This design comes from an exercise in tuning for small area on the open sky130 flow, not from production work. In this exercise RTL edits were held to simulation tests only and were not proved equivalent to the original. The clock cells of run 6 come from the design's own scripts or RTL, not from TritonCTS. The clock input has no modelled driver; a real chip could not lean on it and would need a root buffer or a full tree. No activity file was given, so power comes from the tool's default toggle rates.

==> flow/design.v <==
module digit_unit (
  input  [3:0] a,
  input  [3:0] b,
  input  [1:0] k,
  input  [1:0] s,
  output reg [3:0] g,
  output neg,
  output dz
);
  function [4:0] rstep;            
    input [3:0] pr; input bitin; input [3:0] d;
    reg [4:0] t; reg [4:0] df;
    begin
      t = {pr, bitin};
      df = t - {1'b0, d};
      rstep = df[4] ? {1'b0, t[3:0]} : {1'b1, df[3:0]};
    end
  endfunction
  assign neg = (k == 2'd1) & (a < b);
  assign dz  = (k == 2'd3) & (b == 4'd0);
  wire [4:0] sum = a + b;
  wire [3:0] dif = neg ? b - a : a - b;
  wire [7:0] prd = a * b;
  wire [4:0] s3 = rstep(4'd0,  a[3], b);
  wire [4:0] s2 = rstep(s3[3:0], a[2], b);
  wire [4:0] s1 = rstep(s2[3:0], a[1], b);
  wire [4:0] s0 = rstep(s1[3:0], a[0], b);
  wire [3:0] qi = {s3[4], s2[4], s1[4], s0[4]};
  wire [3:0] r  = s0[3:0];
  wire [8:0] y  = r * 5'd25;                  
  wire [4:0] z6 = rstep(y[8:5], y[4], b);
  wire [4:0] z5 = rstep(z6[3:0], y[3], b);
  wire [4:0] z4 = rstep(z5[3:0], y[2], b);
  wire [4:0] z3 = rstep(z4[3:0], y[1], b);
  wire [4:0] z2 = rstep(z3[3:0], y[0], b);
  wire [4:0] z1 = rstep(z2[3:0], 1'b0, b);
  wire [4:0] z0 = rstep(z1[3:0], 1'b0, b);
  wire [6:0] z  = {z6[4], z5[4], z4[4], z3[4], z2[4], z1[4], z0[4]};
  wire [7:0] v = (k == 2'd0) ? {3'd0, sum} : (k == 2'd1) ? {4'd0, dif} :
                 (k == 2'd2) ? prd : {1'b0, z};
  wire [4:0] c4 = rstep({1'b0, v[7:5]}, v[4], 4'd10);
  wire [4:0] c3 = rstep(c4[3:0], v[3], 4'd10);
  wire [4:0] c2 = rstep(c3[3:0], v[2], 4'd10);
  wire [4:0] c1 = rstep(c2[3:0], v[1], 4'd10);
  wire [4:0] c0 = rstep(c1[3:0], v[0], 4'd10);
  wire [4:0] q10 = {c4[4], c3[4], c2[4], c1[4], c0[4]};    
  wire [3:0] u   = c0[3:0];
  wire       h2  = (q10 >= 5'd20);
  wire       h1  = (q10 >= 5'd10) & ~h2;
  wire [3:0] t   = q10[3:0] - (h2 ? 4'd4 : h1 ? 4'd10 : 4'd0);    
  always @* begin
    if (dz) g = (s == 2'd0) ? 4'd11 : 4'd0;
    else case (s)
      2'd0: g = u;
      2'd1: g = t;
      2'd2: g = (k == 2'd3) ? ((qi >= 4'd10) ? qi - 4'd10 : qi) : {2'b00, h2, h1};
      default: g = (k == 2'd3) ? {3'd0, qi >= 4'd10} : (neg ? 4'd10 : 4'd0);
    endcase
  end
endmodule
module calculator (
  input        clk,
  input        rst,
  input  [3:0] in_number,
  input  [3:0] arif,
  input  [1:0] key,
  output [3:0] anodes,
  output [7:0] segments,
  output [2:0] led
);
  wire [3:0] nin = rst ? 4'd0 : ~in_number;
  wire ld1 = (key == 2'b10);
  wire ld2 = (key == 2'b01);
  reg [3:0] r1, r2, ind;
  reg [1:0] lq;                       
  always @(posedge clk) begin
    ind <= nin;
    if (ld1 | rst) r1 <= nin;
    if (ld2 | rst) r2 <= nin;
    if (rst) lq <= 2'b10;
    else if (ld1) lq <= 2'b01;
    else if (ld2) lq <= 2'b11;
    else if (arif != 4'b1111) lq <= 2'b10;
  end
  assign led = {~(lq[1] & lq[0]), lq};
  reg [3:0] aA, aB;
  reg [1:0] ak;
  wire valid = (arif == 4'b1110) | (arif == 4'b1101) | (arif == 4'b1011) | (arif == 4'b0111);
  always @(posedge clk) begin
    if (valid | rst) begin
      aA <= r1;
      aB <= rst ? 4'd0 : r2;
      ak <= rst ? 2'd2 : {~arif[2] | ~arif[3], ~arif[1] | ~arif[3]};
    end
  end
  wire       sw = (arif == 4'b1111);
  wire [3:0] xA = sw ? ind : aA;
  wire [3:0] xB = sw ? 4'd0 : aB;
  wire [1:0] xk = sw ? 2'd0 : ak;
  reg  [11:0] sr;
  reg  [1:0]  shift;
  wire        z11   = (sr[10:0] == 11'd0);
  wire        pulse = z11 & ~sr[11];
  wire        fb    = sr[11] ^ sr[0] ^ sr[1] ^ sr[7] ^ z11;
  wire [1:0]  shift_n = shift + {1'b0, pulse};
  always @(posedge clk) begin
    sr    <= rst ? 12'hd41 : {sr[10:0], fb};
    shift <= rst ? 2'd0 : shift_n;
  end
  assign anodes = ~(4'b0001 << shift);
  wire [3:0] g;
  wire neg, dz;
  digit_unit du (.a(xA), .b(xB), .k(xk), .s(shift_n), .g(g), .neg(neg), .dz(dz));
  wire [1:0] cc = dz ? 2'd2 : (xk == 2'd3) ? 2'd3 : neg ? 2'd1 : 2'd0;
  reg [3:0] p;           
  reg [4:0] s1;          
  reg [4:0] code;        
  wire le9 = (p <= 4'd9);
  reg [4:0] f;
  always @* begin
    case (cc)
      2'd0: f = {1'b0, le9 ? p : 4'd0};
      2'd1: f = {1'b0, (p <= 4'd10) ? p : 4'd0};
      2'd2: f = {1'b0, (p == 4'd11) ? 4'd11 : 4'd0};
      default: f = {le9 & (shift_n == 2'd2), le9 ? p : 4'd0};
    endcase
  end
  always @(posedge clk) begin
    p    <= rst ? 4'd0 : g;
    s1   <= rst ? 5'd0 : f;
    code <= rst ? 5'd0 : s1;
  end
  wire [3:0] c = code[3:0];
  wire [15:0] hot = 16'd1 << c;
  wire seg_a = hot[1] | hot[4] | hot[10];
  wire seg_b = hot[5] | hot[6] | hot[11] | hot[10];
  wire seg_c = hot[2] | hot[10] | hot[11];
  wire seg_d = hot[1] | hot[4] | hot[7] | hot[10];
  wire seg_e = hot[1] | hot[3] | hot[4] | hot[5] | hot[7] | hot[9] | hot[10];
  wire seg_f = hot[1] | hot[2] | hot[3] | hot[7] | hot[10];
  wire seg_g = hot[0] | hot[1] | hot[7];
  assign segments = {~code[4], seg_g, seg_f, seg_e, seg_d, seg_c, seg_b, seg_a};
endmodule
==> flow/flow/run.sh <==
#!/bin/bash
# Own layout flow: the standard ORFS flow, with
#  - an area-only ABC script and no hard adder cells in synthesis (registers are untouched),
#  - minimum-size port buffers and a small clock tree.
set -euo pipefail
W=$(pwd)
rm -rf "$W/own_scripts"
cp -r "$FLOW_HOME/scripts" "$W/own_scripts"
cp "$W/flow/abc_area.script" "$W/own_scripts/abc_area.script"
ARGS=(
  "SCRIPTS_DIR=$W/own_scripts"
  "ADDER_MAP_FILE="
  "ABC_AREA=1"
  "SYNTH_INSBUF=0"
  "BUFFER_PORTS_ARGS=-buffer_cell sky130_fd_sc_hd__buf_1"
  "CTS_ARGS=-repair_clock_nets -dont_use_dummy_load -buf_list sky130_fd_sc_hd__clkbuf_8 -root_buf sky130_fd_sc_hd__clkbuf_8 -sink_clustering_size 30 -sink_clustering_max_diameter 400 -sink_clustering_enable"
)
bash standard.sh "${ARGS[@]}" synth > "$W/own_synth.log" 2>&1
bash standard.sh "${ARGS[@]}" finish > "$W/own_layout.log" 2>&1
==> flow/flow/abc_area.script <==
strash
&get -n
&deepsyn -T 120
&put
dch -f
amap
topo
==> flow/standard.sh <==
#!/bin/bash
# synth_recipe.tcl (not shown) runs the flow's synth.tcl, then flattens the netlist and writes it again
# the make line also repeats each setting of config.mk as NAME=value (left out here)
make -C /OpenROAD-flow-scripts/flow DESIGN_CONFIG=/design/flow/config.mk WORK_HOME=/design/flow/orfs CLKGATE_MAP_FILE= SYNTH_SCRIPT=/design/flow/synth_recipe.tcl "${@:-finish}"
==> flow/config.mk <==
export PLATFORM = sky130hd
export DESIGN_NAME = calculator
export DESIGN_NICKNAME = calculator
export VERILOG_FILES = /design/flow/design.v
export SDC_FILE = /design/flow/constraint.sdc
export NUM_CORES = 8
export LEC_CHECK = 0
export CAP_MARGIN = 20
export CORE_MARGIN = 2
export CORE_UTILIZATION = 40
export SLEW_MARGIN = 20
==> flow/constraint.sdc <==
create_clock -name core_clock -period 70.0 [get_ports {clk}]
set_input_delay 14.0000 -clock core_clock [delete_from_list [all_inputs] [get_ports {clk}]]
set_output_delay 14.0000 -clock core_clock [all_outputs]
set_load 0.01 [all_outputs]
==> summary.md, run 1 <==
| Metric | Value |
|---|---|
| Critical Path RT | 70.20 ns |
| Via density | 5.661 |
| Peak Freq | 37.03 MHz |
| GP Congestion | 0.9575 |
| Hold WC Path Type | flop to flop |
| Slowest stage delay, CP | 0.55 ns |
| Final setup viols | 0 |
| Tcrit/Tclk final | 38.58% |
| CTS Buf Count | 5 |
| Cell Rows | 35 |
| Largest family of logic cells by synthesized area | simple AND/OR/NAND/NOR gates |
| Design Area, Final | 0.004015 mm^2 |
| Mux cell area share after synthesis | 0% |
| Hold Violations, Final | 0 |
| Root Driver | clkbuf_8 |
| Drt first-iter violations | 367 |
| Power Dens Cells | 29.96 mW/mm^2 |
| Clk_skew | 0.03307 ns |
| Crit path to | p[1]$_SDFF_PP0_ |
| Post-synthesis xor/xnor area fraction | 0.2366% |
| Layout cells sized above 1 | 1.015% |
| Slowest cell on crit path | o32ai_1 |
| Outcome | complete, no violations |
| CTS Sinks | 52 |
| Grt ovf | 0 |
| Die width | 100.2 um |
| Via Count | 3974 |
| Total number of yosys warnings | 2 |
| Worst reg-to-reg setup slack | 55.23 ns |
| I/O Pins | 27 |
| Mapped Cells | 559 |
| Synth-to-Final Area Change | 8.449% |
| GRT Util Overall | 20.36% |
| WS Path Type | input pin to flop |
| FF/Latch Area | 0.001221 mm^2 |
| Die H | 100.2 um |
| Largest net degree at the start of global routing | 30 |
| VDD IR max | 14.16 uV |
| Syn Nets | 571 |
| Skew-Pair Late Insertion Delay | 0.30 ns |
| Final setup TNS | 0 ns |
| H-tree depth | 2 |
| Dpl hpwl | 7798 um |
| Max-slew violations | 0 |
| Worst-path maximum fanout | 12 |
| Nets | 605 |
| Unrepaired setup endpoints after global routing | no |
| Worst Max-Slew Pin Slew | 0.6624 ns |
| TritonCTS clock tree | built |
| Most used cell, CP | nor2_1 |
| Vias in the first global route | 3530 |
| Dominant synthesized flop cell | dfxtp_1 |
| DRC | 0 |
| PortBufs | 26 |
| Hold Startpoint | r1[1]$_DFFE_PP_ |
| Clk buf depth | 2 |
| Reg-to-reg critical path endpoint | p[1]$_SDFF_PP0_ |
| CP arrival | 27.21 ns |
| Filler instances | 980 |
| Core Footprint | 0.009109 mm^2 |
| Worst setup EP type | flop |
| Number of enable flip-flop cells after synthesis | 18 |
| Simple-gate portion of the synthesized area | 33.15% |
| Post-CTS sizing | 0 |
| Leakage power | 1.380 nW |
| Hold-fix buffers, CTS | 0 |
| Reg-to-reg startpoint | aB[1]$_SDFFCE_PP0P_ |
| Avg Cell Area, Syn | 6.623 um^2 |
| Initial antenna violation count | 0 |
| Distinct cells, synth | 38 |
| Sequential area share after synthesis | 32.98% |
| Setup Fix Bufs, Post-CTS | 0 |
| Worst r2r path cells | 72 |
| Hold_ws | 0.4174 ns |
| Post-DP Area | 0.003946 mm^2 |
| Flops & latches, synth | 52 |
| Die footprint | 0.01004 mm^2 |
| Clock-pin slew on the worst setup and hold paths | 0.09 ns |
| Post-route ant nets | 0 |
| CP Launch Type | input pin |
| Slew Limit Headroom | 55.57% |
| Drt first pass iters | 5 |
| Initial Utilization | 40.65% |
| First-pass GRT wire length | 16640 um |
| Total wire length | 9934 um |
| Complex-gate fraction of the synthesized area | 27.24% |
| Cell Area, Synth | 0.003702 mm^2 |
| Area occupied by multi-input gates | 0.002245 mm^2 |
| Async set or reset register ratio after synthesis | 0% |
| Critical path launch point | arif[3] |
| Min cycle time layout | 27.01 ns |
| Max cap viols | 0 |
| N_diodes | 0 |
| Wire per inst | 14.15 um |
| Synthesized-area fraction occupied by adder cells | 0% |
==> layout make-up <==
class                   instances  area share, %
inverters                      63          5.890
clock buffers                   5          1.714
multi-input cells             444          55.91
flip-flops and latches         52          30.41
repair buffers                 27          2.618
well taps                     111          3.459
==> flip-flops by register name, summed over array words and instances, names as in the netlist <==
name	cells
sr	12
code	5
s1	5
aA	4
aB	4
ind	4
p	4
r1	4
r2	4
ak	2
lq	2
shift	2
==> cell usage in the layout (no fill, tap or decap), types with 6 or more instances in the layout <==
master	count
a211oi_1	11
a21oi_1	34
a31oi_1	8
buf_1	26
clkinv_1	63
dfxtp_1	34
edfxtp_1	18
nand2_1	63
nand3_1	15
nor2_1	139
nor2b_1	24
nor3_1	21
o21a_1	8
o21ai_0	41
o221ai_1	6
o22ai_1	23
or2_0	11
==> layer usage <==
layer	vias up	track usage, %	wire [um]
met3	31	2.577	562
met4	0	7.271	289
li1	2045	-	-
met2	133	33.09	4443
met1	1765	27.83	4638
met5	-	0	0
==> logic make-up after synthesis <==
logic type	after synthesis
compound gates	159
flops	52
xor+xnor	1
buf+inv	63
simple gates	284
==> Yosys cell counts, types with 6 or more instances <==
library cell / count / share of area, %
nand2_1: 63 / 6.4
a31oi_1: 8 / 1.4
o21ai_0: 41 / 5.5
edfxtp_1: 18 / 15
or2_0: 11 / 1.9
a211oi_1: 11 / 2.2
nor2_1: 139 / 14
a21oi_1: 34 / 4.6
o22ai_1: 23 / 3.9
o221ai_1: 6 / 1.4
nand3_1: 15 / 2.0
clkinv_1: 63 / 6.4
o21a_1: 8 / 1.6
dfxtp_1: 34 / 18
nor2b_1: 24 / 4.1
nor3_1: 21 / 2.8
==> report_power, final <==
group | switching, mW | internal, mW
Combinational | 0.0441 | 0.0229
Clock | 0.00828 | 0.00646
Sequential | 0.00341 | 0.0351
==> worst max-delay path, delay by kind of cell <==
family          cells  cell delay (ns)
compound gates     30             7.36
simple gates       33             4.40
buf+inv             7             1.41
==> per-stage QoR <==
step | setup slack [ns] | power (mW) | utilization [%] | std cells
floorplan | 45.68 | 0.09042 | - | 559
global placement | 43.56 | 0.1038 | 43.32 | 697
global route | 40.93 | 0.1324 | 44.08 | 702
finish | 42.99 | 0.1203 | 44.08 | 702
CTS | 43.20 | 0.1204 | 44.08 | 702
detailed placement | 42.91 | 0.1053 | 43.32 | 697
==> worst min path at each step <==
stage                                  to  slack, ns  depth (start not counted)
after floorplan           aA[0]$_DFFE_PP_       0.40                          0
after global routing      aA[1]$_DFFE_PP_       0.43                          0
after detailed placement  aA[0]$_DFFE_PP_       0.40                          0
after global placement    aA[0]$_DFFE_PP_       0.40                          0
final                     aA[1]$_DFFE_PP_       0.42                          0
after CTS                 aA[0]$_DFFE_PP_       0.42                          0
==> inputs of run 2 (changes only) <==
--- a/flow/flow/run.sh
+++ b/flow/flow/run.sh
@@ -15,3 +15,3 @@
   "BUFFER_PORTS_ARGS=-buffer_cell sky130_fd_sc_hd__buf_1"
-  "CTS_ARGS=-repair_clock_nets -dont_use_dummy_load -buf_list sky130_fd_sc_hd__clkbuf_8 -root_buf sky130_fd_sc_hd__clkbuf_8 -sink_clustering_size 30 -sink_clustering_max_diameter 400 -sink_clustering_enable"
+  "CTS_ARGS=-sink_clustering_enable -repair_clock_nets -dont_use_dummy_load -buf_list sky130_fd_sc_hd__clkbuf_16 -root_buf sky130_fd_sc_hd__clkbuf_16 -sink_clustering_size 64 -sink_clustering_max_diameter 400"
 )
==> run 2 against run 1 <==
Combinational power is essentially flat. Clock skew shrank 0.010 ns. Area after synthesis unchanged. Critical path depth stayed put. Sequential share of layout area is 0.42 points lower. Synthesized cell count unchanged. Critical endpoint unchanged.
==> summary.md, run 2 <==
| Metric | Value |
|---|---|
| Outcome | complete, no violations |
| Post-route insts no fill | 702 (unchanged) |
| Post-CTS sizing | 0 (unchanged) |
| TritonCTS clock tree | built |
| Slowest stage delay, CP | 0.57 ns (+0.02 ns) |
| Worst Max-Slew Pin Slew | 0.6848 ns (+0.02240 ns) |
| N_diodes | 0 (unchanged) |
| Syn Nets | 571 (unchanged) |
| Dominant synthesized flop cell | dfxtp_1 |
| Hold_ws | 0.4131 ns (-0.004288 ns) |
| Max cap viols | 0 (unchanged) |
| Power Dens Cells | 31.32 mW/mm^2 (+4.5%) |
| Largest regs | sr: 12 flops, code: 5 flops, s1: 5 flops |
| Inst Count DP | 697 (unchanged) |
| WHS Endpoint | aA[0]$_DFFE_PP_ |
| Initial antenna violation count | 0 (unchanged) |
| Most frequent cells in the layout | nor2_1 (139), clkinv_1 (63), nand2_1 (63) |
| Wire per inst | 14.30 um (+1.1%) |
| Die H | 100.2 um (unchanged) |
| Post-synth top cells | nor2_1 (139), clkinv_1 (63), nand2_1 (63), o21ai_0 (41) |
| Pint | 0.07067 mW (+9.6%) |
| Min cycle time layout | 27.16 ns (+0.1586 ns) |
| Clk_skew | 0.02292 ns (-0.01015 ns) |
| Layout cells sized above 1 | 1.015% (unchanged) |
| Peak Freq | 36.81 MHz (-0.58%) |
| Mapped Cells | 559 (unchanged) |
| Final setup viols | 0 (unchanged) |
| Hold depth | 0 (unchanged) |
| VDD IR max | 16.45 uV (+16%) |
| Clock-pin slew on the worst setup and hold paths | 0.07 ns (-0.02 ns) |
| Sequential area share after synthesis | 32.98% (unchanged) |
| Post-route ant nets | 0 (unchanged) |
| Clock power frac | 16.9% (+4.6 points) |
| Critical Path RT | 70.18 ns (-0.02 ns) |
| CP Launch Type | input pin |
| Via Count | 3980 (+0.15%) |
| Area contributors post-synth | dfxtp_1 (18%), edfxtp_1 (15%), nor2_1 (14%), clkinv_1 (6.4%), nand2_1 (6.4%) |
| Post-route setup slack | 42.84 ns (-0.1586 ns) |
| Worst reg-to-reg setup slack | 55.07 ns (-0.16 ns) |
| Worst setup EP type | flop |
| Unrepaired setup endpoints after global routing | no |
| Synth-to-Final Area Change | 9.969% |
| Dpl hpwl | 7798 um (unchanged) |
| Commonest non-fill, non-tap cell in the layout | nor2_1 |
| Flops & latches, synth | 52 (unchanged) |
| Combinational Power Share | 52.8% (-2.9 points) |
| Total wire length | 10040 um (+1.1%) |
| Cell Rows | 35 (unchanged) |
| Hold Startpoint | r1[0]$_DFFE_PP_ |
| DRC | 0 (unchanged) |
| Hold WC Path Type | flop to flop |
| Hold Violations, Final | 0 (unchanged) |
| Final setup TNS | 0 ns (unchanged) |
| Sw frac | 44.57% (-1.8 points) |
| H-tree depth | 2 (unchanged) |
| Skew-Pair Late Insertion Delay | 0.28 ns (-0.02 ns) |
| Leakage power | 1.405 nW (+1.9%) |
| CTS Sinks | 52 (unchanged) |
| WS Path Type | input pin to flop |
| Total number of yosys warnings | 2 (unchanged) |
| Drt first-iter violations | 377 (+2.7%) |
| Cell Area, Synth | 0.003702 mm^2 (unchanged) |
| Tcrit/Tclk final | 38.81% (+0.23 points) |
| First-pass GRT wire length | 16680 um (+0.21%) |
| PortBufs | 26 (unchanged) |
| Die width | 100.2 um (unchanged) |
| Clk buf depth | 2 (unchanged) |
| GRT Util Overall | 20.33% (-0.029 points) |
| Slew Limit Headroom | 54.07% (-1.5 points) |
| Biggest register | sr |
| Hold-fix buffers, CTS | 0 (unchanged) |
| Largest net degree at the start of global routing | 30 (unchanged) |
| Net Switching | 0.05684 mW (+1.8%) |
| Die footprint | 0.01004 mm^2 (unchanged) |
| Root Driver | clkbuf_16 |
| Most used cell, CP | nor2_1 |
| GP Congestion | 0.9575 (unchanged) |
| Max-slew violations | 0 (unchanged) |
| Reg-to-reg critical path endpoint | p[1]$_SDFF_PP0_ |
| Initial Utilization | 40.65% (unchanged) |
| Filler instances | 975 (-0.51%) |
| Setup WS pre-CTS | 42.91 ns (unchanged) |
| Largest register FFs | 12 (unchanged) |
| Nets | 605 (unchanged) |
| Vias in the first global route | 3564 (+0.96%) |
| Async set or reset register ratio after synthesis | 0% (unchanged) |
| Worst r2r path cells | 72 (unchanged) |
| Top-count cell post-synth | nor2_1 |
| Worst-path maximum fanout | 12 (unchanged) |
| Number of enable flip-flop cells after synthesis | 18 (unchanged) |
| Slowest cell on crit path | o32ai_1 |
| Sequential Power Share | 30.3% (-1.7 points) |
| I/O Pins | 27 (unchanged) |
| CP arrival | 27.34 ns (+0.13 ns) |
| Synth area leader | dfxtp_1 |
| Grt ovf | 0 (unchanged) |
| Drt first pass iters | 5 (unchanged) |
| Reg-to-reg startpoint | aB[1]$_SDFFCE_PP0P_ |
| Setup Fix Bufs, Post-CTS | 0 (unchanged) |
| Via density | 5.670 (+0.15%) |
| CTS Buf Count | 5 (unchanged) |
| Avg Cell Area, Syn | 6.623 um^2 (unchanged) |
| Core Footprint | 0.009109 mm^2 (unchanged) |
| Post-synth top area share | 18.38% (unchanged) |
| Distinct cells, synth | 38 (unchanged) |
run 2: cells by family (layout without fill, tap and decap cells):
family          count (synthesis)  after routing  share of synthesized area, %
compound gates                159            159                         27.24
simple gates                  284            284                         33.15
flops                          52             52                         32.98
xor+xnor                        1              1                        0.2366
buf+inv                        63             95                         6.387
run 2: worst max path at each step:
stage / cells past startpoint / endpoint / slack, ns / from
global placement: 70 / p[1]$_SDFF_PP0_ / 43.56 / arif[3]
CTS: 70 / p[1]$_SDFF_PP0_ / 43.19 / arif[3]
global route: 70 / p[1]$_SDFF_PP0_ / 40.92 / arif[3]
detailed placement: 70 / p[1]$_SDFF_PP0_ / 42.91 / arif[3]
finish: 70 / p[1]$_SDFF_PP0_ / 42.84 / arif[3]
floorplan: 69 / p[1]$_SDFF_PP0_ / 45.68 / arif[3]
run 2: cell type report:
class                   count  area [um^2]  area share [%]
multi-input cells         444         2245           55.13
flip-flops and latches     52         1221           29.99
inverters                  63        236.5           5.808
well taps                 111        138.9           3.411
clock buffers               5        125.1           3.073
repair buffers             27        105.1           2.581
run 2: power groups by stage:
| stage | clock network [mW] | logic, mW | registers (mW) |
|---|---|---|---|
| finish | 0.0216 | 0.0673 | 0.0386 |
| global placement | 0 | 0.0646 | 0.0392 |
| global route | 0.0234 | 0.0769 | 0.0392 |
| CTS | 0.0222 | 0.0665 | 0.0385 |
| floorplan | 0 | 0.0524 | 0.0380 |
| detailed placement | 0 | 0.0661 | 0.0391 |
run 2: per-layer routing:
layer	GRT usage (%)	vias to the layer above	part of all wire [%]
met3	2.437	25	7.1
met1	27.79	1750	46
met5	0	-	0
met2	33.14	159	44
met4	7.271	0	2.6
li1	-	2046	-
run 2: critical path, delay by kind of cell:
kind,cells,cell delay (ns)
simple gates,33,4.46
compound gates,30,7.50
buf+inv,7,1.40
run 2: metrics by stage:
stage                     cell area [um^2]  power, mW  utilization [%]
final                                 4071     0.1275            44.70
after global routing                  4071     0.1394            44.70
after CTS                             4071     0.1272            44.70
after detailed placement              3946     0.1053            43.32
after global placement                3946     0.1038            43.32
after floorplan                       3702    0.09042                -
==> inputs of run 3 (changes only) <==
--- a/flow/flow/run.sh
+++ b/flow/flow/run.sh
@@ -15,3 +15,3 @@
   "BUFFER_PORTS_ARGS=-buffer_cell sky130_fd_sc_hd__buf_1"
-  "CTS_ARGS=-sink_clustering_enable -repair_clock_nets -dont_use_dummy_load -buf_list sky130_fd_sc_hd__clkbuf_16 -root_buf sky130_fd_sc_hd__clkbuf_16 -sink_clustering_size 64 -sink_clustering_max_diameter 400"
+  "CTS_ARGS=-sink_clustering_enable -repair_clock_nets -dont_use_dummy_load -buf_list sky130_fd_sc_hd__clkbuf_2 -root_buf sky130_fd_sc_hd__clkbuf_8"
 )
==> run 3 against run 2 <==
Cell count unchanged. Global-route usage about the same. Sequential power about the same. Register-to-register slack better by 0.16 ns. Clock power down 32%. Via count down 0.15%. Maximum frequency up 0.59%. Total power down 5.7%. Largest power group unchanged. Flip-flop and latch count unchanged. Critical path depth unchanged. First-iteration DRC count down 2.7%. Worst hold slack better by 0.0043 ns.
==> summary.md, run 3 <==
| Metric | Value |
|---|---|
| Outcome | complete, no violations |
| Filler instances | 980 (+0.51%) |
| Clk_skew | 0.03307 ns (+0.01015 ns) |
| Max-slew violations | 0 (unchanged) |
| Slowest cell on crit path | o32ai_1 |
| Hold depth | 0 (unchanged) |
| Synth area leader | dfxtp_1 |
| Area occupied by multi-input gates | 0.002245 mm^2 (unchanged) |
| Biggest register | sr |
| H-tree depth | 2 (unchanged) |
| GRT Util Overall | 20.36% (+0.029 points) |
| VDD IR max | 14.16 uV (-14%) |
| Slew Limit Headroom | 55.57% (+1.5 points) |
| Sequential area share after synthesis | 32.98% (unchanged) |
| Core Footprint | 0.009109 mm^2 (unchanged) |
| Peak Freq | 37.03 MHz (+0.59%) |
| Root Driver | clkbuf_8 |
| Worst setup EP type | flop |
| Clock-pin slew on the worst setup and hold paths | 0.09 ns (+0.02 ns) |
| Total number of yosys warnings | 2 (unchanged) |
| PortBufs | 26 (unchanged) |
| Clk buf depth | 2 (unchanged) |
| Most frequent cells in the layout | nor2_1 (139), clkinv_1 (63), nand2_1 (63) |
| Cell Area, Synth | 0.003702 mm^2 (unchanged) |
| Initial Utilization | 40.65% (unchanged) |
| Final setup TNS | 0 ns (unchanged) |
| Die footprint | 0.01004 mm^2 (unchanged) |
| Top-count cell post-synth | nor2_1 |
| CTS Buf Count | 5 (unchanged) |
| Final core utilization | 44.08% (-0.62 points) |
| Reg-to-reg startpoint | aB[1]$_SDFFCE_PP0P_ |
| Hold WC Path Type | flop to flop |
| Number of enable flip-flop cells after synthesis | 18 (unchanged) |
| Grt ovf | 0 (unchanged) |
| Hold Startpoint | r1[1]$_DFFE_PP_ |
| Post-synth top area share | 18.38% (unchanged) |
| WS Path Type | input pin to flop |
| Mapped Cells | 559 (unchanged) |
| I/O Pins | 27 (unchanged) |
| Unrepaired setup endpoints after global routing | no |
| Largest regs | sr: 12 flops, code: 5 flops, s1: 5 flops |
| Nets | 605 (unchanged) |
| Initial antenna violation count | 0 (unchanged) |
| Dominant synthesized flop cell | dfxtp_1 |
| Power Dens Cells | 29.96 mW/mm^2 (-4.3%) |
| Drt first-iter violations | 367 (-2.7%) |
| DRC | 0 (unchanged) |
| N_diodes | 0 (unchanged) |
| Post-synth top cells | nor2_1 (139), clkinv_1 (63), nand2_1 (63), o21ai_0 (41) |
| Dpl hpwl | 7798 um (unchanged) |
| Commonest non-fill, non-tap cell in the layout | nor2_1 |
| Leakage power | 1.380 nW (-1.8%) |
| Total wire length | 9934 um (-1.0%) |
| Worst-path maximum fanout | 12 (unchanged) |
| Cell Rows | 35 (unchanged) |
| Worst reg-to-reg setup slack | 55.23 ns (+0.16 ns) |
| Die H | 100.2 um (unchanged) |
| WHS Endpoint | aA[1]$_DFFE_PP_ |
| Async set or reset register ratio after synthesis | 0% (unchanged) |
| Most used cell, CP | nor2_1 |
| Avg Cell Area, Syn | 6.623 um^2 (unchanged) |
| Die width | 100.2 um (unchanged) |
| Worst r2r path cells | 72 (unchanged) |
| Synth-to-Final Area Change | 8.449% |
| Post-route ant nets | 0 (unchanged) |
| Hold-fix buffers, CTS | 0 (unchanged) |
| Largest register FFs | 12 (unchanged) |
| Via density | 5.661 (-0.15%) |
| Tcrit/Tclk final | 38.58% (-0.23 points) |
| FF/Latch Area | 0.001221 mm^2 (unchanged) |
| Final setup viols | 0 (unchanged) |
| Layout cells sized above 1 | 1.015% (unchanged) |
| Skew-Pair Late Insertion Delay | 0.30 ns (+0.02 ns) |
| First-pass GRT wire length | 16640 um (-0.21%) |
| CTS Sinks | 52 (unchanged) |
| Distinct cells, synth | 38 (unchanged) |
| Largest net degree at the start of global routing | 30 (unchanged) |
| Drt first pass iters | 5 (unchanged) |
| Worst Max-Slew Pin Slew | 0.6624 ns (-0.02240 ns) |
| Max cap viols | 0 (unchanged) |
| Slowest stage delay, CP | 0.55 ns (-0.02 ns) |
| CP Launch Type | input pin |
| Min cycle time layout | 27.01 ns (-0.1586 ns) |
| Wire per inst | 14.15 um (-1.0%) |
| Setup Fix Bufs, Post-CTS | 0 (unchanged) |
| Hold Violations, Final | 0 (unchanged) |
| TritonCTS clock tree | built |
| Post-CTS sizing | 0 (unchanged) |
| Syn Nets | 571 (unchanged) |
| CP arrival | 27.21 ns (-0.13 ns) |
| Critical Path RT | 70.20 ns (+0.02 ns) |
| GP Congestion | 0.9575 (unchanged) |
| Area contributors post-synth | dfxtp_1 (18%), edfxtp_1 (15%), nor2_1 (14%), clkinv_1 (6.4%), nand2_1 (6.4%) |
| Vias in the first global route | 3530 (-0.95%) |
| Flops & latches, synth | 52 (unchanged) |
| Reg-to-reg critical path endpoint | p[1]$_SDFF_PP0_ |
| Via Count | 3974 (-0.15%) |
[run 3: cell counts after synthesis]
No cell type changed its count.
[run 3: cell families (layout without fill, tap and decap cells)]
logic type,after synthesis,after routing,synth area share (%)
and+or+nand+nor,284,284,33.15
AOI/OAI and AO/OA,159,159,27.24
buffers and inverters,63,95,6.387
DFF,52,52,32.98
xor gates and xnor gates,1,1,0.2366
[run 3: worst max path at each step]
stage	start	end	slack [ns]	cells past startpoint
6_report	arif[3]	p[1]$_SDFF_PP0_	42.99	70
5_1_grt	arif[3]	p[1]$_SDFF_PP0_	40.93	70
4_1_cts	arif[3]	p[1]$_SDFF_PP0_	43.20	70
3_5_place_dp	arif[3]	p[1]$_SDFF_PP0_	42.91	70
3_3_place_gp	arif[3]	p[1]$_SDFF_PP0_	43.56	70
2_1_floorplan	arif[3]	p[1]$_SDFF_PP0_	45.68	69
[run 3: per-layer routing]
layer,wire length (um),share of wire (%),global-route usage (%)
met2,4443,45,33.09
met4,289,2.9,7.271
met1,4638,47,27.83
met5,0,0,0
met3,562,5.7,2.577
[run 3: cell type report]
cell class | instances | area share (%)
clock buffer | 5 | 1.714
sequential | 52 | 30.41
multi-input combinational | 444 | 55.91
timing repair buffer | 27 | 2.618
inverter | 63 | 5.890
tap | 111 | 3.459
[run 3: critical path: cells and delay by family]
| kind | cells | cell delay, ns |
|---|---|---|
| AO/OA/AOI/OAI | 30 | 7.36 |
| buffers and inverters | 7 | 1.41 |
| AND/OR/NAND/NOR | 33 | 4.40 |
[run 3: where the power goes]
part	internal, mW	total, mW	switching, mW
Clock	0.00646	0.0147	0.00828
Combinational	0.0229	0.0670	0.0441
Sequential	0.0351	0.0385	0.00341
[run 3: metrics by stage]
step | cell area [um^2] | instances | worst slack (ns) | power, mW | hold slack [ns]
2_1_floorplan | 3702 | 559 | 45.68 | 0.09042 | 0.4003
3_3_place_gp | 3946 | 697 | 43.56 | 0.1038 | 0.4023
3_5_place_dp | 3946 | 697 | 42.91 | 0.1053 | 0.4045
4_1_cts | 4015 | 702 | 43.20 | 0.1204 | 0.4177
5_1_grt | 4015 | 702 | 40.93 | 0.1324 | 0.4276
6_report | 4015 | 702 | 42.99 | 0.1203 | 0.4174
==> inputs of run 4 (changes only) <==
--- a/flow/flow/run.sh
+++ b/flow/flow/run.sh
@@ -15,3 +15,3 @@
   "BUFFER_PORTS_ARGS=-buffer_cell sky130_fd_sc_hd__buf_1"
-  "CTS_ARGS=-sink_clustering_enable -repair_clock_nets -dont_use_dummy_load -buf_list sky130_fd_sc_hd__clkbuf_2 -root_buf sky130_fd_sc_hd__clkbuf_8"
+  "CTS_ARGS=-sink_clustering_enable -repair_clock_nets -dont_use_dummy_load -buf_list sky130_fd_sc_hd__clkbuf_4 -root_buf sky130_fd_sc_hd__clkbuf_8"
 )
==> run 4 against run 3 <==
Worst hold slack stayed put. Critical endpoint unchanged. Clock power hardly changed. Synthesized cell count did not move. Flip-flop and latch count did not move. First-iteration DRC count did not move. Maximum frequency is the same. Largest power group unchanged. Clock skew unchanged. Area after synthesis unchanged. Total power unchanged. Global-route usage unchanged. Largest cell class unchanged. Highest routed layer unchanged.
==> summary.md, run 4 <==
| Metric | Value |
|---|---|
| Total wire length | 9934 um (unchanged) |
| Filler instances | 980 (unchanged) |
| Max-slew violations | 0 (unchanged) |
| Syn Nets | 571 (unchanged) |
| Core Footprint | 0.009109 mm^2 (unchanged) |
| Commonest non-fill, non-tap cell in the layout | nor2_1 |
| Root Driver | clkbuf_8 |
| Dpl hpwl | 7798 um (unchanged) |
| CTS Sinks | 52 (unchanged) |
| Setup Fix Bufs, Post-CTS | 0 (unchanged) |
| Post-synth top area share | 18.38% (unchanged) |
| CP top delay family | compound AO/OA/AOI/OAI gates |
| Synth area leader | dfxtp_1 |
| Hold-fix buffers, CTS | 0 (unchanged) |
| Setup WS pre-CTS | 42.91 ns (unchanged) |
| Most used cell, CP | nor2_1 |
| Unrepaired setup endpoints after global routing | no |
| Largest net degree at the start of global routing | 30 (unchanged) |
| Drt first-iter violations | 367 (unchanged) |
| First-pass GRT wire length | 16640 um (unchanged) |
| Initial antenna violation count | 0 (unchanged) |
| Post-synth top cells | nor2_1 (139), clkinv_1 (63), nand2_1 (63), o21ai_0 (41) |
| Initial Utilization | 40.65% (unchanged) |
| H-tree depth | 2 (unchanged) |
| Distinct cells, synth | 38 (unchanged) |
| Hold Violations, Final | 0 (unchanged) |
| Cell Area, Synth | 0.003702 mm^2 (unchanged) |
| CTS Buf Count | 5 (unchanged) |
| Die H | 100.2 um (unchanged) |
| Worst-path maximum fanout | 12 (unchanged) |
| Slowest stage delay, CP | 0.55 ns (about the same) |
| Peak Freq | 37.03 MHz (unchanged) |
| Via density | 5.661 (unchanged) |
| Worst setup EP type | flop |
| Die footprint | 0.01004 mm^2 (unchanged) |
| Most frequent cells in the layout | nor2_1 (139), clkinv_1 (63), nand2_1 (63) |
| Outcome | complete, no violations |
| Clk buf depth | 2 (unchanged) |
| Layout cells sized above 1 | 1.015% (unchanged) |
| Final setup TNS | 0 ns (unchanged) |
| Post-route ant nets | 0 (unchanged) |
| GP Congestion | 0.9575 (unchanged) |
| Vias in the first global route | 3530 (unchanged) |
| CP bufs+invs | 7 (unchanged) |
| Top-count cell post-synth | nor2_1 |
| Flops & latches, synth | 52 (unchanged) |
| Post-DP Area | 0.003946 mm^2 (unchanged) |
| Min cycle time layout | 27.01 ns (unchanged) |
| Die width | 100.2 um (unchanged) |
| TritonCTS clock tree | built |
| Final setup viols | 0 (unchanged) |
| Critical Path RT | 70.20 ns (about the same) |
| Synth-to-Final Area Change | 8.449% (unchanged) |
| Largest register FFs | 12 (unchanged) |
| I/O Pins | 27 (unchanged) |
| GRT Util Overall | 20.36% (unchanged) |
| Post-CTS sizing | 0 (unchanged) |
| Async set or reset register ratio after synthesis | 0% (unchanged) |
| PortBufs | 26 (unchanged) |
| Worst Max-Slew Pin Slew | 0.6624 ns (unchanged) |
| Grt ovf | 0 (unchanged) |
| N_diodes | 0 (unchanged) |
| Clock-pin slew on the worst setup and hold paths | 0.09 ns (about the same) |
| Tcrit/Tclk final | 38.58% (unchanged) |
| Mapped Cells | 559 (unchanged) |
| Clk_skew | 0.03307 ns (unchanged) |
| CP arrival | 27.21 ns (about the same) |
| Wire per inst | 14.15 um (unchanged) |
| Worst reg-to-reg setup slack | 55.23 ns (about the same) |
| Number of enable flip-flop cells after synthesis | 18 (unchanged) |
| Design Area, Final | 0.004015 mm^2 (unchanged) |
| Area contributors post-synth | dfxtp_1 (18%), edfxtp_1 (15%), nor2_1 (14%), clkinv_1 (6.4%), nand2_1 (6.4%) |
| Power Dens Cells | 29.96 mW/mm^2 (unchanged) |
| Nets | 605 (unchanged) |
| Total number of yosys warnings | 2 (unchanged) |
| Dominant synthesized flop cell | dfxtp_1 |
| Slew Limit Headroom | 55.57% (unchanged) |
| Skew-Pair Late Insertion Delay | 0.30 ns (about the same) |
| Biggest register | sr |
| DRC | 0 (unchanged) |
| Drt first pass iters | 5 (unchanged) |
| WS Path Type | input pin to flop |
| Slowest cell on crit path | o32ai_1 |
| VDD IR max | 14.16 uV (unchanged) |
| CP Launch Type | input pin |
| Avg Cell Area, Syn | 6.623 um^2 (unchanged) |
| Max cap viols | 0 (unchanged) |
| Sequential area share after synthesis | 32.98% (unchanged) |
| Cell Rows | 35 (unchanged) |
| Hold WC Path Type | flop to flop |
| Leakage power | 1.380 nW (unchanged) |
| Post-route setup slack | 42.99 ns (unchanged) |
| Via Count | 3974 (unchanged) |
| Largest regs | sr: 12 flops, code: 5 flops, s1: 5 flops |
[run 4: path summary, 6_finish.rpt]
check	startpoint	endpoint	cells after the start
worst max-delay path	arif[3]	p[1]$_SDFF_PP0_	70
worst min-delay path	r1[1]$_DFFE_PP_	aA[1]$_DFFE_PP_	0
worst max register to register	aB[1]$_SDFFCE_PP0P_	p[1]$_SDFF_PP0_	72
worst min register to register	r1[1]$_DFFE_PP_	aA[1]$_DFFE_PP_	0
[run 4: cells by family after synthesis]
group	count (synthesis)	synth area share, %
DFF	52	32.98
and+or+nand+nor	284	33.15
xor gates and xnor gates	1	0.2366
buffers and inverters	63	6.387
AOI/OAI and AO/OA	159	27.24
[run 4: metrics by stage]
stage | power (mW) | cells | util, % | hold WS, ns
4_1_cts | 0.1204 | 702 | 44.08 | 0.4177
3_3_place_gp | 0.1038 | 697 | 43.32 | 0.4023
6_report | 0.1203 | 702 | 44.08 | 0.4174
5_1_grt | 0.1324 | 702 | 44.08 | 0.4276
2_1_floorplan | 0.09042 | 559 | - | 0.4003
3_5_place_dp | 0.1053 | 697 | 43.32 | 0.4045
[run 4: report_power, final]
part,switching [mW],total [mW],internal [mW]
Sequential,0.00341,0.0385,0.0351
Combinational,0.0441,0.0670,0.0229
Clock,0.00828,0.0147,0.00646
[run 4: final cells by class]
type	instances	area, um^2	share of cell area, %
Multi-Input combinational cell	444	2245	55.91
Sequential cell	52	1221	30.41
Inverter	63	236.5	5.890
Tap cell	111	138.9	3.459
Timing Repair Buffer	27	105.1	2.618
Clock buffer	5	68.82	1.714
[run 4: per-layer routing]
layer,up-vias,global-route usage (%),share of wire [%]
li1,2045,-,-
met1,1765,27.83,47
met2,133,33.09,45
met3,31,2.577,5.7
met4,0,7.271,2.9
met5,-,0,0
==> inputs of run 5 (changes only) <==
--- a/flow/flow/run.sh
+++ b/flow/flow/run.sh
@@ -15,3 +15,3 @@
   "BUFFER_PORTS_ARGS=-buffer_cell sky130_fd_sc_hd__buf_1"
-  "CTS_ARGS=-sink_clustering_enable -repair_clock_nets -dont_use_dummy_load -buf_list sky130_fd_sc_hd__clkbuf_4 -root_buf sky130_fd_sc_hd__clkbuf_8"
+  "CTS_ARGS=-sink_clustering_enable -repair_clock_nets -dont_use_dummy_load -buf_list sky130_fd_sc_hd__clkbuf_8 -root_buf sky130_fd_sc_hd__clkbuf_8"
 )
==> run 5 against run 4 <==
Still clean. First-iteration DRC count did not move. Die area did not move. Clock skew did not move. Area after synthesis did not move. Largest cell class unchanged. Highest routed layer unchanged.
==> summary.md, run 5 <==
| Metric | Value |
|---|---|
| Max-slew violations | 0 (unchanged) |
| Met3 GRT Util | 2.577% (unchanged) |
| Sequential Power Share | 32.0% (about the same) |
| Leakage power | 1.380 nW (unchanged) |
| Complex-gate fraction of the synthesized area | 27.24% (unchanged) |
| Synth area leader | dfxtp_1 |
| Skew-Pair Late Insertion Delay | 0.30 ns (about the same) |
| Max cap viols | 0 (unchanged) |
| Die H | 100.2 um (unchanged) |
| Cell Area, Synth | 0.003702 mm^2 (unchanged) |
| Overall power | 0.1203 mW (unchanged) |
| I/O Pins | 27 (unchanged) |
| Die footprint | 0.01004 mm^2 (unchanged) |
| Slew Limit Headroom | 55.57% (unchanged) |
| Unrepaired setup endpoints after global routing | no |
| Die width | 100.2 um (unchanged) |
| GP Congestion | 0.9575 (unchanged) |
| Synth-to-Final Area Change | 8.449% (unchanged) |
| Drt first-iter violations | 367 (unchanged) |
| Initial antenna violation count | 0 (unchanged) |
| Setup Fix Bufs, Post-CTS | 0 (unchanged) |
| CTS Sinks | 52 (unchanged) |
| Flops & latches, synth | 52 (unchanged) |
| Sw frac | 46.40% (unchanged) |
| Met2 Use GR | 33.09% (unchanged) |
| Met1 GRT Util | 27.83% (unchanged) |
| Mapped Cells | 559 (unchanged) |
| Mux cell area share after synthesis | 0% (unchanged) |
| Grt ovf | 0 (unchanged) |
| Combinational Power Share | 55.7% (about the same) |
| Synthesized-area fraction occupied by adder cells | 0% (unchanged) |
| Cell Rows | 35 (unchanged) |
| Sequential area share after synthesis | 32.98% (unchanged) |
| Vias in the first global route | 3530 (unchanged) |
| Commonest non-fill, non-tap cell in the layout | nor2_1 |
| Critical Path RT | 70.20 ns (about the same) |
| Root Driver | clkbuf_8 |
| Largest register FFs | 12 (unchanged) |
| Total number of yosys warnings | 2 (unchanged) |
| Clk buf depth | 2 (unchanged) |
| Most used cell, CP | nor2_1 |
| Wire per inst | 14.15 um (unchanged) |
| Post-synth top cells | nor2_1 (139), clkinv_1 (63), nand2_1 (63), o21ai_0 (41) |
| First-pass GRT wire length | 16640 um (unchanged) |
| Simple-gate portion of the synthesized area | 33.15% (unchanged) |
| Slowest cell on crit path | o32ai_1 |
| Post-synth top area share | 18.38% (unchanged) |
| CP bufs+invs | 7 (unchanged) |
| Core Footprint | 0.009109 mm^2 (unchanged) |
| CP arrival | 27.21 ns (about the same) |
| Most frequent cells in the layout | nor2_1 (139), clkinv_1 (63), nand2_1 (63) |
| Most used routing layer | met2 |
| Hold Violations, Final | 0 (unchanged) |
| Drt first pass iters | 5 (unchanged) |
| DRC | 0 (unchanged) |
| Initial Utilization | 40.65% (unchanged) |
| Largest family of logic cells by synthesized area | simple AND/OR/NAND/NOR gates |
| Syn Nets | 571 (unchanged) |
| Post-synthesis xor/xnor area fraction | 0.2366% (unchanged) |
| Post-route ant nets | 0 (unchanged) |
| GRT Util Overall | 20.36% (unchanged) |
| Biggest register | sr |
| Largest net degree at the start of global routing | 30 (unchanged) |
| Worst setup EP type | flop |
| Final setup TNS | 0 ns (unchanged) |
| Worst Max-Slew Pin Slew | 0.6624 ns (unchanged) |
| Clk_skew | 0.03307 ns (unchanged) |
| PortBufs | 26 (unchanged) |
| CTS Buf Count | 5 (unchanged) |
| Final setup viols | 0 (unchanged) |
| Net Switching | 0.05581 mW (unchanged) |
| Clock power frac | 12.3% (about the same) |
| Hold-fix buffers, CTS | 0 (unchanged) |
| Nets | 605 (unchanged) |
| Dominant synthesized flop cell | dfxtp_1 |
| Pint | 0.06447 mW (unchanged) |
| Power Dens Cells | 29.96 mW/mm^2 (unchanged) |
| Final core utilization | 44.08% (unchanged) |
| N_diodes | 0 (unchanged) |
| Distinct cells, synth | 38 (unchanged) |
| VDD IR max | 14.16 uV (unchanged) |
| Peak Freq | 37.03 MHz (unchanged) |
| Largest regs | sr: 12 flops, code: 5 flops, s1: 5 flops |
| Min cycle time layout | 27.01 ns (unchanged) |
| Slowest stage delay, CP | 0.55 ns (about the same) |
| Outcome | complete, no violations |
| CP Launch Type | input pin |
| CP top delay family | compound AO/OA/AOI/OAI gates |
| Avg Cell Area, Syn | 6.623 um^2 (unchanged) |
| Area contributors post-synth | dfxtp_1 (18%), edfxtp_1 (15%), nor2_1 (14%), clkinv_1 (6.4%), nand2_1 (6.4%) |
| Worst-path maximum fanout | 12 (unchanged) |
| Tcrit/Tclk final | 38.58% (unchanged) |
| WS Path Type | input pin to flop |
| Post-CTS sizing | 0 (unchanged) |
| Number of enable flip-flop cells after synthesis | 18 (unchanged) |
| Clock-pin slew on the worst setup and hold paths | 0.09 ns (about the same) |
| Dpl hpwl | 7798 um (unchanged) |
| Total wire length | 9934 um (unchanged) |
| Hold_ws | 0.4174 ns (unchanged) |
| Async set or reset register ratio after synthesis | 0% (unchanged) |
| H-tree depth | 2 (unchanged) |
| Hold WC Path Type | flop to flop |
| Layout cells sized above 1 | 1.015% (unchanged) |
| Top-count cell post-synth | nor2_1 |
| Via density | 5.661 (unchanged) |
| Via Count | 3974 (unchanged) |
| TritonCTS clock tree | built |
==> run 5: cell counts after synthesis <==
Identical to the previous run, type by type.
==> run 5: final timing paths <==
| path | from | end | slack (ns) | depth (start not counted) |
|---|---|---|---|---|
| setup / recovery | arif[3] | p[1]$_SDFF_PP0_ | 42.99 | 70 |
| hold / removal | r1[1]$_DFFE_PP_ | aA[1]$_DFFE_PP_ | 0.42 | 0 |
| setup reg to reg | aB[1]$_SDFFCE_PP0P_ | p[1]$_SDFF_PP0_ | 55.23 | 72 |
| hold reg to reg | r1[1]$_DFFE_PP_ | aA[1]$_DFFE_PP_ | 0.42 | 0 |
==> run 5: layout make-up <==
cell class                 count  area (um^2)
sequential                    52         1221
tap                          111        138.9
clock buffer                   5        68.82
inverter                      63        236.5
timing repair buffer          27        105.1
multi-input combinational    444         2245
fill                         980         5094
==> run 5: per-stage QoR <==
| stage | instance area [um^2] | setup WS, ns | std cells |
|---|---|---|---|
| final | 4015 | 42.99 | 702 |
| after global routing | 4015 | 40.93 | 702 |
| after CTS | 4015 | 43.20 | 702 |
| after detailed placement | 3946 | 42.91 | 697 |
| after global placement | 3946 | 43.56 | 697 |
| after floorplan | 3702 | 45.68 | 559 |
==> run 5: power by group through the flow <==
stage	Combinational [mW]	Sequential (mW)	Clock, mW
global placement	0.0646	0.0392	0
CTS	0.0665	0.0385	0.0155
finish	0.0670	0.0385	0.0147
detailed placement	0.0661	0.0391	0
floorplan	0.0524	0.0380	0
global route	0.0768	0.0391	0.0165
==> run 5: routing by layer <==
| layer | routed length (um) | vias up | part of all wire (%) |
|---|---|---|---|
| li1 | - | 2045 | - |
| met1 | 4638 | 1765 | 47 |
| met2 | 4443 | 133 | 45 |
| met3 | 562 | 31 | 5.7 |
| met4 | 289 | 0 | 2.9 |
| met5 | 0 | - | 0 |
==> run 5: cells by family after synthesis <==
logic type,after synthesis
AO/OA/AOI/OAI,159
XOR/XNOR,1
buffers and inverters,63
flip-flops,52
AND/OR/NAND/NOR,284
==> inputs of run 6 (changes only) <==
--- a/flow/design.v
+++ b/flow/design.v
@@ -1,18 +1,7 @@
 module digit_unit (
-  input  [3:0] a,
-  input  [3:0] b,
-  input  [1:0] k,
-  input  [1:0] s,
-  output reg [3:0] g,
-  output neg,
-  output dz
-);
-  function [4:0] rstep;            
-    input [3:0] pr; input bitin; input [3:0] d;
+  input  [3:0] a, input  [3:0] b, input  [1:0] k, input  [1:0] s,
+  output reg [3:0] g, output neg, output dz);
+  function [4:0] rstep; input [3:0] pr; input bitin; input [3:0] d;
     reg [4:0] t; reg [4:0] df;
-    begin
-      t = {pr, bitin};
-      df = t - {1'b0, d};
-      rstep = df[4] ? {1'b0, t[3:0]} : {1'b1, df[3:0]};
-    end
+    begin t = {pr, bitin}; df = t - {1'b0, d}; rstep = df[4] ? {1'b0, t[3:0]} : {1'b1, df[3:0]}; end
   endfunction
@@ -20,5 +9,9 @@
   assign dz  = (k == 2'd3) & (b == 4'd0);
-  wire [4:0] sum = a + b;
-  wire [3:0] dif = neg ? b - a : a - b;
-  wire [7:0] prd = a * b;
+  wire        sub = (k == 2'd1);
+  wire        n   = a < b;
+  wire [3:0] ma = a ^ {4{sub & n}};
+  wire [3:0] mb = (k == 2'd2) ? b : 4'd1;
+  wire [3:0] mc = (k == 2'd0) ? b : sub ? (b ^ {4{~n}}) : 4'd0;
+  wire [7:0] full = ma * mb + mc + {7'd0, sub};
+  wire [7:0] prd = sub ? {4'd0, full[3:0]} : full;
   wire [4:0] s3 = rstep(4'd0,  a[3], b);
@@ -29,3 +22,3 @@
   wire [3:0] r  = s0[3:0];
-  wire [8:0] y  = r * 5'd25;                  
+  wire [8:0] y  = r * 5'd25;
   wire [4:0] z6 = rstep(y[8:5], y[4], b);
@@ -38,4 +31,3 @@
   wire [6:0] z  = {z6[4], z5[4], z4[4], z3[4], z2[4], z1[4], z0[4]};
-  wire [7:0] v = (k == 2'd0) ? {3'd0, sum} : (k == 2'd1) ? {4'd0, dif} :
-                 (k == 2'd2) ? prd : {1'b0, z};
+  wire [7:0] v = (k == 2'd3) ? {1'b0, z} : prd;
   wire [4:0] c4 = rstep({1'b0, v[7:5]}, v[4], 4'd10);
@@ -45,3 +37,3 @@
   wire [4:0] c0 = rstep(c1[3:0], v[0], 4'd10);
-  wire [4:0] q10 = {c4[4], c3[4], c2[4], c1[4], c0[4]};    
+  wire [4:0] q10 = {c4[4], c3[4], c2[4], c1[4], c0[4]};
   wire [3:0] u   = c0[3:0];
@@ -49,3 +41,3 @@
   wire       h1  = (q10 >= 5'd10) & ~h2;
-  wire [3:0] t   = q10[3:0] - (h2 ? 4'd4 : h1 ? 4'd10 : 4'd0);    
+  wire [3:0] t   = q10[3:0] - (h2 ? 4'd4 : h1 ? 4'd10 : 4'd0);
   always @* begin
==> flow/flow/run.sh (replaced) <==
#!/bin/bash
# Own layout flow: the standard ORFS flow (standard.sh) with these changes:
#  - synthesis: no hard adder cells, and an area-only ABC script (deepsyn + amap, no upsizing);
#    it runs with several random seeds in parallel and keeps the smallest netlist. The Yosys
#    steps that make the registers are the standard flow's own, so the registers are the standard ones.
#  - minimum-size port buffers (every port still gets one);
#  - a small clock tree: the clock port drives a few clock buffers, one per cluster of flip-flops.
set -euo pipefail
W=$(pwd)
SEEDS=${OWN_SEEDS:-6}
T=${OWN_T:-240}
COMMON=(
  "ADDER_MAP_FILE="
  "ABC_AREA=1"
  "SYNTH_INSBUF=0"
  "BUFFER_PORTS_ARGS=-buffer_cell sky130_fd_sc_hd__buf_1"
)
make_scripts() {   # $1 folder, $2 seed
  rm -rf "$1"
  cp -r "$FLOW_HOME/scripts" "$1"
  sed "s/@SEED@/$2/; s/@T@/$T/" "$W/flow/abc_area.script" > "$1/abc_area.script"
  # the clock tree: own_clock_tree in place of TritonCTS
  sed -i "s|^log_cmd clock_tree_synthesis {\*}\$cts_args|source $W/flow/own_cts.tcl\nown_clock_tree 3 sky130_fd_sc_hd__clkbuf_8\nset_propagated_clock [all_clocks]|" "$1/cts.tcl"
  grep -q own_clock_tree "$1/cts.tcl"
}
for i in $(seq 1 "$SEEDS"); do
  make_scripts "$W/own_scripts_$i" "$i"
  sed "s|$W/orfs|$W/cand_$i|g" "$W/standard.sh" > "$W/standard_$i.sh"
  ( bash "$W/standard_$i.sh" "SCRIPTS_DIR=$W/own_scripts_$i" "${COMMON[@]}" synth > "$W/own_synth_$i.log" 2>&1 \
      && echo ok > "$W/cand_$i.done" ) &
done
wait
best=""; barea=""
for i in $(seq 1 "$SEEDS"); do
  [[ -f "$W/cand_$i.done" ]] || continue
  a=$(grep -o "Chip area for module.*: [0-9.]*" "$W/cand_$i/reports/sky130hd/calculator/base/synth_stat.txt" | grep -o "[0-9.]*$")
  echo "seed $i: synthesis area $a" | tee -a "$W/own_choice.log"
  if [[ -z "$best" ]] || awk "BEGIN{exit !($a < $barea)}"; then best=$i; barea=$a; fi
done
[[ -n "$best" ]]
echo "chosen seed $best ($barea)" | tee -a "$W/own_choice.log"
rm -rf "$W/orfs"
cp -a "$W/cand_$best" "$W/orfs"
for i in $(seq 1 "$SEEDS"); do [[ "$i" == "$best" ]] || rm -rf "$W/cand_$i"; done
bash standard.sh "SCRIPTS_DIR=$W/own_scripts_$best" "${COMMON[@]}" finish > "$W/own_layout.log" 2>&1
==> flow/flow/abc_area.script (replaced) <==
strash
&get -n
&deepsyn -T @T@ -S @SEED@
&put
dch -f
amap
topo
==> flow/flow/own_cts.tcl (new file) <==
# Own clock tree: the clock port drives K buffers directly, each placed at the centre of a
# k-means cluster of the flip-flops and driving that cluster's clock pins.
proc own_clock_tree { k cell } {
  set block [ord::get_db_block]
  set pts {}
  foreach inst [$block getInsts] {
    set m [[$inst getMaster] getName]
    if {![regexp {__e?dfxtp_} $m]} { continue }
    set bb [$inst getBBox]
    lappend pts [list [$inst getName] [expr {([$bb xMin] + [$bb xMax]) / 2.0}] [expr {([$bb yMin] + [$bb yMax]) / 2.0}]]
  }
  set pts [lsort -real -index 1 $pts]
  set n [llength $pts]
  # initial centres: spread along x
  set cs {}
  for {set i 0} {$i < $k} {incr i} {
    set p [lindex $pts [expr {int(($i + 0.5) * $n / $k)}]]
    lappend cs [list [lindex $p 1] [lindex $p 2]]
  }
  for {set it 0} {$it < 50} {incr it} {
    set sum {}
    for {set i 0} {$i < $k} {incr i} { lappend sum [list 0.0 0.0 0] }
    set asg {}
    foreach p $pts {
      set best 0; set bd 1e30
      for {set i 0} {$i < $k} {incr i} {
        set c [lindex $cs $i]
        set d [expr {abs([lindex $p 1] - [lindex $c 0]) + abs([lindex $p 2] - [lindex $c 1])}]
        if {$d < $bd} { set bd $d; set best $i }
      }
      lappend asg $best
      set s [lindex $sum $best]
      lset sum $best [list [expr {[lindex $s 0] + [lindex $p 1]}] [expr {[lindex $s 1] + [lindex $p 2]}] [expr {[lindex $s 2] + 1}]]
    }
    for {set i 0} {$i < $k} {incr i} {
      set s [lindex $sum $i]
      if {[lindex $s 2] > 0} { lset cs $i [list [expr {[lindex $s 0] / [lindex $s 2]}] [expr {[lindex $s 1] / [lindex $s 2]}]] }
    }
  }
  set dbu [$block getDbUnitsPerMicron]
  for {set i 0} {$i < $k} {incr i} {
    set pins {}
    foreach p $pts a $asg { if {$a == $i} { lappend pins [get_pins [lindex $p 0]/CLK] } }
    if {![llength $pins]} { continue }
    set c [lindex $cs $i]
    insert_buffer -buffer_cell $cell -net clk -load_pins $pins \
      -location [list [expr {[lindex $c 0] / $dbu}] [expr {[lindex $c 1] / $dbu}]] \
      -buffer_name clkbuf_own_$i -net_name clk_own_$i
    puts "own clock tree: buffer $i $cell drives [llength $pins] flip-flops"
  }
}
--- a/flow/config.mk
+++ b/flow/config.mk
@@ -9,3 +9,4 @@
 export CORE_MARGIN = 2
-export CORE_UTILIZATION = 40
+export CORE_UTILIZATION = 60
+export GPL_TIMING_DRIVEN = 0
 export SLEW_MARGIN = 20
==> run 6 against run 5 <==
Design area down 2.1%. Critical path depth up 1. Utilization up 22 points. Sequential power down 3%. Combinational power up 18%. First-iteration DRC count down 21%. Worst hold slack better by 0.014 ns. Largest cell class unchanged. Largest power group unchanged.
==> summary.md, run 6 <==
| Metric | Value |
|---|---|
| Outcome | complete, no violations |
| Die width | 82.50 um (-18%) |
| Hold WC Path Type | flop to flop |
| Initial Utilization | 62.08% (+21 points) |
| Mapped Cells | 556 (-0.54%) |
| Tcrit/Tclk final | 40.04% (+1.5 points) |
| CP arrival | 28.04 ns (+0.83 ns) |
| Slowest stage delay, CP | 0.70 ns (+0.15 ns) |
| Largest net degree at the start of global routing | 32 (+6.7%) |
| Setup Fix Bufs, Post-CTS | 0 (unchanged) |
| Biggest register | sr |
| Pint | 0.06536 mW (+1.4%) |
| Post-route ant nets | 0 (unchanged) |
| Number of enable flip-flop cells after synthesis | 18 (unchanged) |
| Hold_ws | 0.4312 ns (+0.01383 ns) |
| Sequential area share after synthesis | 33.03% (+0.045 points) |
| Skew-Pair Late Insertion Delay | 0.16 ns (-0.14 ns) |
| Worst reg-to-reg setup slack | 55.11 ns (-0.12 ns) |
| Design Area, Final | 0.003931 mm^2 (-2.1%) |
| Most frequent cells in the layout | nor2_1 (126), clkinv_1 (68), o21ai_0 (66) |
| Post-CTS sizing | 0 (unchanged) |
| Reg-to-reg startpoint | aB[2]$_SDFFCE_PP0P_ |
| Core Footprint | 0.005956 mm^2 (-35%) |
| Avg Cell Area, Syn | 6.650 um^2 (+0.40%) |
| Largest regs | sr: 12 flops, code: 5 flops, s1: 5 flops |
| Wire per inst | 14.71 um (+3.9%) |
| Min cycle time layout | 28.03 ns (+1.023 ns) |
| Vias in the first global route | 3582 (+1.5%) |
| Drt first pass iters | 5 (unchanged) |
| Peak Freq | 35.68 MHz (-3.7%) |
| Total number of yosys warnings | 2 (unchanged) |
| Power Dens Cells | 32.33 mW/mm^2 (+7.9%) |
| Final core utilization | 66.01% (+22 points) |
| Initial antenna violation count | 0 (unchanged) |
| Leakage power | 1.335 nW (-3.3%) |
| Via density | 6.112 (+8.0%) |
| Filler instances | 539 (-45%) |
| Slowest cell on crit path | nor2_1 |
| N_diodes | 0 (unchanged) |
| Post-DP Area | 0.003890 mm^2 (-1.4%) |
| Max-slew violations | 0 (unchanged) |
| Worst setup EP type | flop |
| Final setup viols | 0 (unchanged) |
| Grt ovf | 0 (unchanged) |
| WS Path Type | input pin to flop |
| Clk_skew | 0.01468 ns (-0.01840 ns) |
| DRC | 0 (unchanged) |
| Cell Rows | 28 (-20%) |
| Hold Violations, Final | 0 (unchanged) |
| Sequential Power Share | 29.3% (-2.7 points) |
| Worst Max-Slew Pin Slew | 0.9190 ns (+0.2567 ns) |
| Setup WS pre-CTS | 42.18 ns (-0.7298 ns) |
| PortBufs | 26 (unchanged) |
| Max cap viols | 0 (unchanged) |
| Top-count cell post-synth | nor2_1 |
| Sw frac | 48.58% (+2.2 points) |
| CP top delay family | compound AO/OA/AOI/OAI gates |
| Die H | 82.50 um (-18%) |
| Net Switching | 0.06175 mW (+11%) |
| Unrepaired setup endpoints after global routing | no |
| Area contributors post-synth | dfxtp_1 (18%), edfxtp_1 (15%), nor2_1 (13%), o21ai_0 (9.1%), clkinv_1 (6.9%) |
| Clock power frac | 8.4% (-3.9 points) |
| Area occupied by multi-input gates | 0.002221 mm^2 (-1.1%) |
| Post-synth top cells | nor2_1 (126), clkinv_1 (68), o21ai_0 (67), nand2_1 (49), a21oi_1 (35) |
| First-pass GRT wire length | 15480 um (-7.0%) |
| Via Count | 4034 (+1.5%) |
| Final setup TNS | 0 ns (unchanged) |
| Clock-pin slew on the worst setup and hold paths | 0.10 ns (about the same) |
| Post-synth top area share | 18.41% (+0.025 points) |
| Critical path launch point | arif[3] |
| Dpl hpwl | 7510 um (-3.7%) |
| Total wire length | 9706 um (-2.3%) |
| Worst r2r path cells | 69 (-4.2%) |
| GP Congestion | 1.031 (+7.7%) |
| Synth-to-Final Area Change | 6.328% |
| Drt first-iter violations | 289 (-21%) |
| Async set or reset register ratio after synthesis | 0% (unchanged) |
| Reg-to-reg critical path endpoint | p[0]$_SDFF_PP0_ |
| CP bufs+invs | 6 (-1) |
| Layout cells sized above 1 | 0.6838% (-0.33 points) |
| Combinational Power Share | 62.3% (+6.6 points) |
| Largest register FFs | 12 (unchanged) |
| Cell Area, Synth | 0.003697 mm^2 (-0.14%) |
| Crit path to | p[0]$_SDFF_PP0_ |
| Post-route setup slack | 41.97 ns (-1.023 ns) |
| Slew Limit Headroom | 38.50% (-17 points) |
| FF/Latch Area | 0.001221 mm^2 (unchanged) |
| Overall power | 0.1271 mW (+5.7%) |
| Die footprint | 0.006806 mm^2 (-32%) |
| Hold-fix buffers, CTS | 0 (unchanged) |
| VDD IR max | 17.30 uV (+22%) |
| Commonest non-fill, non-tap cell in the layout | nor2_1 |
| Flops & latches, synth | 52 (unchanged) |
| CP Launch Type | input pin |
| GRT Util Overall | 28.63% (+8.3 points) |
| Syn Nets | 568 (-0.53%) |
| Synth area leader | dfxtp_1 |
| Post-route insts no fill | 660 (-6.0%) |
| Distinct cells, synth | 37 (-2.6%) |
| WP depth | 71 (+1.4%) |
| Inst Count DP | 657 (-5.7%) |
| Worst-path maximum fanout | 13 (+1) |
| I/O Pins | 27 (unchanged) |
| Dominant synthesized flop cell | dfxtp_1 |
| Critical Path RT | 70.01 ns (-0.19 ns) |
| Nets | 599 (-0.99%) |
## run 6: final cells by class, without the clock buffers
cell class,instances,area share (%)
sequential,52,31.06
multi-input combinational,436,56.49
inverter,68,6.493
timing repair buffer,26,2.514
tap,75,2.387
## run 6: layer usage
layer	GRT usage [%]	up-vias	part of all wire, %
met4	9.508	0	2.4
met3	4.891	21	7.1
met1	34.30	1820	44
met5	0	-	0
li1	-	2024	-
met2	51.77	169	47
## run 6: cell families after synthesis
family	Yosys count	synth area share, %
buffers and inverters	68	6.903
xor gates and xnor gates	1	0.2369
DFF	52	33.03
and+or+nand+nor	260	31.17
AOI/OAI and AO/OA	175	28.66
## run 6: worst min path at each step
| stage | startpoint | endpoint | cells past startpoint |
|---|---|---|---|
| 2_1_floorplan | r1[0]$_DFFE_PP_ | aA[0]$_DFFE_PP_ | 0 |
| 3_3_place_gp | r1[0]$_DFFE_PP_ | aA[0]$_DFFE_PP_ | 0 |
| 3_5_place_dp | r1[0]$_DFFE_PP_ | aA[0]$_DFFE_PP_ | 0 |
| 4_1_cts | r1[0]$_DFFE_PP_ | aA[0]$_DFFE_PP_ | 0 |
| 5_1_grt | r1[2]$_DFFE_PP_ | aA[2]$_DFFE_PP_ | 0 |
| 6_report | r1[2]$_DFFE_PP_ | aA[2]$_DFFE_PP_ | 0 |
## run 6: power by group through the flow
stage | registers, mW | logic, mW | clock network, mW
6_report | 0.0372 | 0.0792 | 0.0107
5_1_grt | 0.0375 | 0.0894 | 0.0116
4_1_cts | 0.0371 | 0.0772 | 0.0108
3_5_place_dp | 0.0378 | 0.0768 | 0
3_3_place_gp | 0.0377 | 0.0743 | 0
2_1_floorplan | 0.0369 | 0.0617 | 0

## re-timing with driven ports
Ports are ideal in the flow. The routed layouts listed here were re-timed in OpenROAD. Step 1 (the two cells are an assumption about what drives the block):
set clk [get_ports {clk}]
set_driving_cell -lib_cell sky130_fd_sc_hd__clkbuf_16 $clk
set_driving_cell -lib_cell sky130_fd_sc_hd__buf_2 [delete_from_list [all_inputs] $clk]
Step 2 adds t to the input delays and takes it off the output delays; t is the mean of the earliest and latest rising clock arrival at the registers after step 1. Input paths then give back, and output paths get back, about the clock's delay inside the block. Slacks: ideal ports / drivers / drivers and shift; pairs: ideal ports / drivers.
| run | t, ns | setup slack, ns | worst data-port slew with drivers (ns) | cell pins on the clock port's net |
|---|---|---|---|---|
| run 1 | 0.316 | 42.994 / 43.000 / 42.684 | 0.03 | 1 |
| run 2 | 0.306 | 42.836 / 42.845 / 42.539 | 0.03 | 1 |
| run 3 | 0.316 | 42.994 / 43.000 / 42.684 | 0.03 | 1 |
| run 4 | 0.316 | 42.994 / 43.000 / 42.684 | 0.03 | 1 |
| run 5 | 0.316 | 42.994 / 43.000 / 42.684 | 0.03 | 1 |
| run 6 | 0.198 | 41.971 / 41.996 / 41.798 | 0.03 | 3 |
After both steps every run listed still meets setup and hold.
